This design comes from an exercise in tuning for small area and a short achievable clock period on the open sky130 flow, not from production work. Only simulation tests tie the RTL to the original design; equivalence was not proved. The flow treats the clock pin as an ideal source. Dropping or thinning the clock tree relies on that and would not hold on a real chip. Power figures rest on the tool's default switching activity, not on a simulated workload.

Setup of juniper:
Design c6288_top, start of the top module:
module c6288_top (
  input         clk,
  input  [15:0] a,
  input  [15:0] b,
  output [31:0] p
);
For scale: about 64 flip-flops, roughly 7900 µm² of cells after synthesis.
clock: 15.0 ns
lec_check: 0
cap_margin: 20
core_margin: 2
core_utilization: 65
slew_margin: 20
synth_hierarchical: 1
synth_minimum_keep_size: 0
standard.sh (not shown) runs the stock make flow with config.mk's settings and CLKGATE_MAP_FILE= SYNTH_SCRIPT=/design/flow/synth_recipe.tcl, a recipe that flattens the netlist after the stock synthesis.
==> flow/flow/run.sh <==
#!/bin/bash
set -uo pipefail
source flow/params.sh
export RES=orfs/results/sky130hd/c6288_top/base
ARGS=(MATCH_CELL_FOOTPRINT=0 "BUFFER_PORTS_ARGS=-buffer_cell $PORT_BUF" SETUP_SLACK_MARGIN=$SETUP_MARGIN $EXTRA)
if [ -n "${CTS_OPTS:-}" ]; then ARGS+=("CTS_ARGS=$CTS_OPTS"); fi
bash standard.sh "${ARGS[@]}" floorplan > std_floorplan.log 2>&1 || exit 1
if [ -n "$IN_FF" ]; then
  IN_FF=$IN_FF openroad -no_init -exit flow/upsize.tcl > upsize.log 2>&1 || exit 1
fi
bash standard.sh "${ARGS[@]}" cts > std_cts.log 2>&1 || exit 1
if [ -n "$SKEW_CELLS" ]; then
  SKEW_CELLS="$SKEW_CELLS" ROOT_CELL="${ROOT_CELL:-}" P_GROUP="${P_GROUP:-8}" IN_ROOTS="${IN_ROOTS:-2}" openroad -no_init -exit flow/${SKEW_TCL:-skew.tcl} > skew.log 2>&1 || exit 1
fi
bash standard.sh "${ARGS[@]}" finish > std_finish.log 2>&1
st=$?
cp orfs/logs/sky130hd/c6288_top/base/*.log . 2>/dev/null
exit $st
==> flow/flow/params.sh <==
SETUP_MARGIN=11.0
PORT_BUF=sky130_fd_sc_hd__buf_1
IN_FF=sky130_fd_sc_hd__dfxtp_2
SKEW_CELLS="sky130_fd_sc_hd__clkdlybuf4s25_1 sky130_fd_sc_hd__clkbuf_8"
EXTRA="SKIP_CTS_REPAIR_TIMING=1 REMOVE_ABC_BUFFERS=1 SETUP_MOVE_SEQUENCE=sizeup,swap"
CTS_OPTS="-sink_clustering_enable -repair_clock_nets -dont_use_dummy_load -buf_list {sky130_fd_sc_hd__clkbuf_4 sky130_fd_sc_hd__clkbuf_8}"
SKEW_TCL="skew2.tcl"
ROOT_CELL="sky130_fd_sc_hd__clkbuf_16"
P_GROUP="8"
IN_ROOTS="3"
Other scripts of this flow, unchanged in this note and not shown: flow/flow/skew.tcl, flow/flow/skew2.tcl, flow/flow/upsize.tcl
Looking at the reports, juniper completed the entire flow and the layout it produced met the timing, design-rule and antenna checks.
## Diff of input files: raven against juniper
-- flow/flow/params.sh --
<<< juniper, line 1
SETUP_MARGIN=11.0
>>> raven, line 1
SETUP_MARGIN=10.9
<<< juniper, line 4
SKEW_CELLS="sky130_fd_sc_hd__clkdlybuf4s25_1 sky130_fd_sc_hd__clkbuf_8"
>>> raven, line 4
SKEW_CELLS="sky130_fd_sc_hd__clkdlybuf4s50_1 sky130_fd_sc_hd__clkbuf_8"
Findings:
Delta (raven minus juniper): wire length reported by the detailed router rose about 0.5%, proportion of power drawn by combinational gates about even, largest vdd supply drop rose 2.3 µV, part of the cycle the worst path needs fell 0.75 points, worst path setup slack after routing rose 0.11 ns.
Looking at class of the most critical setup path, the reg2out result is from raven; the reg2reg one comes from juniper.
Delta (raven minus juniper): leakage power went up 0.55%; critical path depth went down 13; worst hold slack went down 0.0090 ns; per-cell via count in the routed design went down about 0.6%.
Relative to raven, the following input files were edited for lagoon:
Settings: PLACE_DENSITY: unset -> 0.8.
-- flow/flow/params.sh --
<<< raven, line 1
SETUP_MARGIN=10.9
>>> lagoon, line 1
SETUP_MARGIN=10.6
First-pass GRT wire length: lagoon vs raven up 1100 µm
Reported for lagoon and raven, effective utilization at floorplan turned out identical to the last digit.
lagoon -> raven: final hold violation count delta 0, exact match
Against raven, total vias in the final route in lagoon rose slightly.
Arrival time at the worst endpoint was higher in the run labelled lagoon.
Of lagoon and raven, the run reporting the higher final critical-path required period was lagoon.
The routed wire length per instance of raven and that of lagoon are within noise of each other.
The final estimated routing congestion in global placement reported for lagoon is smaller than that of raven by 2.7%.
Diff raven -> lagoon: sequential cell area share went up 0.41 points; met3 global-route usage went up 0.58 points.
#### Input delta (onyx over lagoon)
Settings: clearing PLACE_DENSITY, which used to be 0.8.
-- flow/flow/params.sh --
<<< lagoon, line 1
SETUP_MARGIN=10.6
>>> onyx, line 1
SETUP_MARGIN=10.5
==> comparison <==
- onyx ended up with a higher fmax than lagoon did.
- [compare] base=lagoon new=onyx: wire length the detailed router placed on met1 dropped 9.4%; complex-gate fraction of the synthesized area shows no meaningful change.
- lagoon → onyx: sequential share of layout area moved down, number of cells on the worst reg-to-reg path moved down.
- On number of rows in the core area, lagoon and onyx are basically level.
- Diff lagoon -> onyx: clock network fraction of design power rose 0.6 points; core utilization decreased 0.79 points; global router's overall resource usage fell 0.88 points; signed area change from the synthesized netlist to the final layout now sits lower.
- Comparing onyx with lagoon, the final-layout clock-cell area share came out essentially unchanged.
[inputs] maple vs onyx
Settings: a change of CORE_UTILIZATION from 65 to 80.
-- flow/flow/params.sh --
<<< onyx, line 1
SETUP_MARGIN=10.5
>>> maple, line 1
SETUP_MARGIN=10.6
[summary]
On sequential share of layout area, maple and onyx are basically level.
maple — number of global-route vias before repair about 0.6% higher, onyx as reference
Re starting density of the core: onyx was lower than maple.
Between onyx and maple, the flow reports cell count decreasing slightly.
maple ends up with lower final hold slack than onyx does.
Going from onyx to maple, fraction of standard cell area in multi-input logic grows by 0.29 points.
--- input diff maple..quartz ---
Settings: a change of CORE_UTILIZATION from 80 to 65.
Notes after the runs:
Side by side, insertion delay of the later-clocked pin in the worst-skew pair turned out lower in quartz than in maple.
Against maple, quartz comes in 0.04 ns lower on data arrival time of the critical path.
Clock period minus final worst setup slack on quartz is ahead of maple.
For the combinational power share, quartz came in 0.7 points lower than maple did.
No run of this note takes its clock network from TritonCTS; it comes from the design's own scripts or RTL.

what the ideal ports hide:
Ports are ideal in the flow. The routed layouts listed here were re-timed in OpenROAD.
Step 1 assumes that a clkbuf_16 drives the clock port and a buf_2 every other input.
Step 2, shift: input delay + t, output delay - t, t = (earliest + latest rising clock arrival at the registers) / 2. This alone moves slack from input paths to output paths.
a / b / c = ideal ports / drivers / drivers and shift; a / b = the first two.
| run | t (ns) | setup slack, ns | worst setup path after step 2 | clock arrival spread, ns | cell pins on the clock port's net |
|---|---|---|---|---|---|
| juniper | 0.419 | 10.641 / 10.641 / 10.641 | register to register | 0.451 / 0.450 | 4 |
| raven | 0.533 | 10.753 / 10.681 / 10.863 | register to register | 0.680 / 0.679 | 4 |
| lagoon | 0.526 | 10.644 / 10.644 / 10.644 | register to register | 0.668 / 0.667 | 4 |
| onyx | 0.533 | 10.658 / 10.632 / 10.658 | register to register | 0.682 / 0.683 | 4 |
| maple | 0.550 | 10.656 / 10.584 / 10.711 | register to register | 0.710 / 0.711 | 4 |
| quartz | 0.534 | 10.699 / 10.630 / 10.776 | register to register | 0.683 / 0.682 | 4 |
In every run listed the clock reaches the registers at very different times; t lies between them, and the last value is a rough guide only.
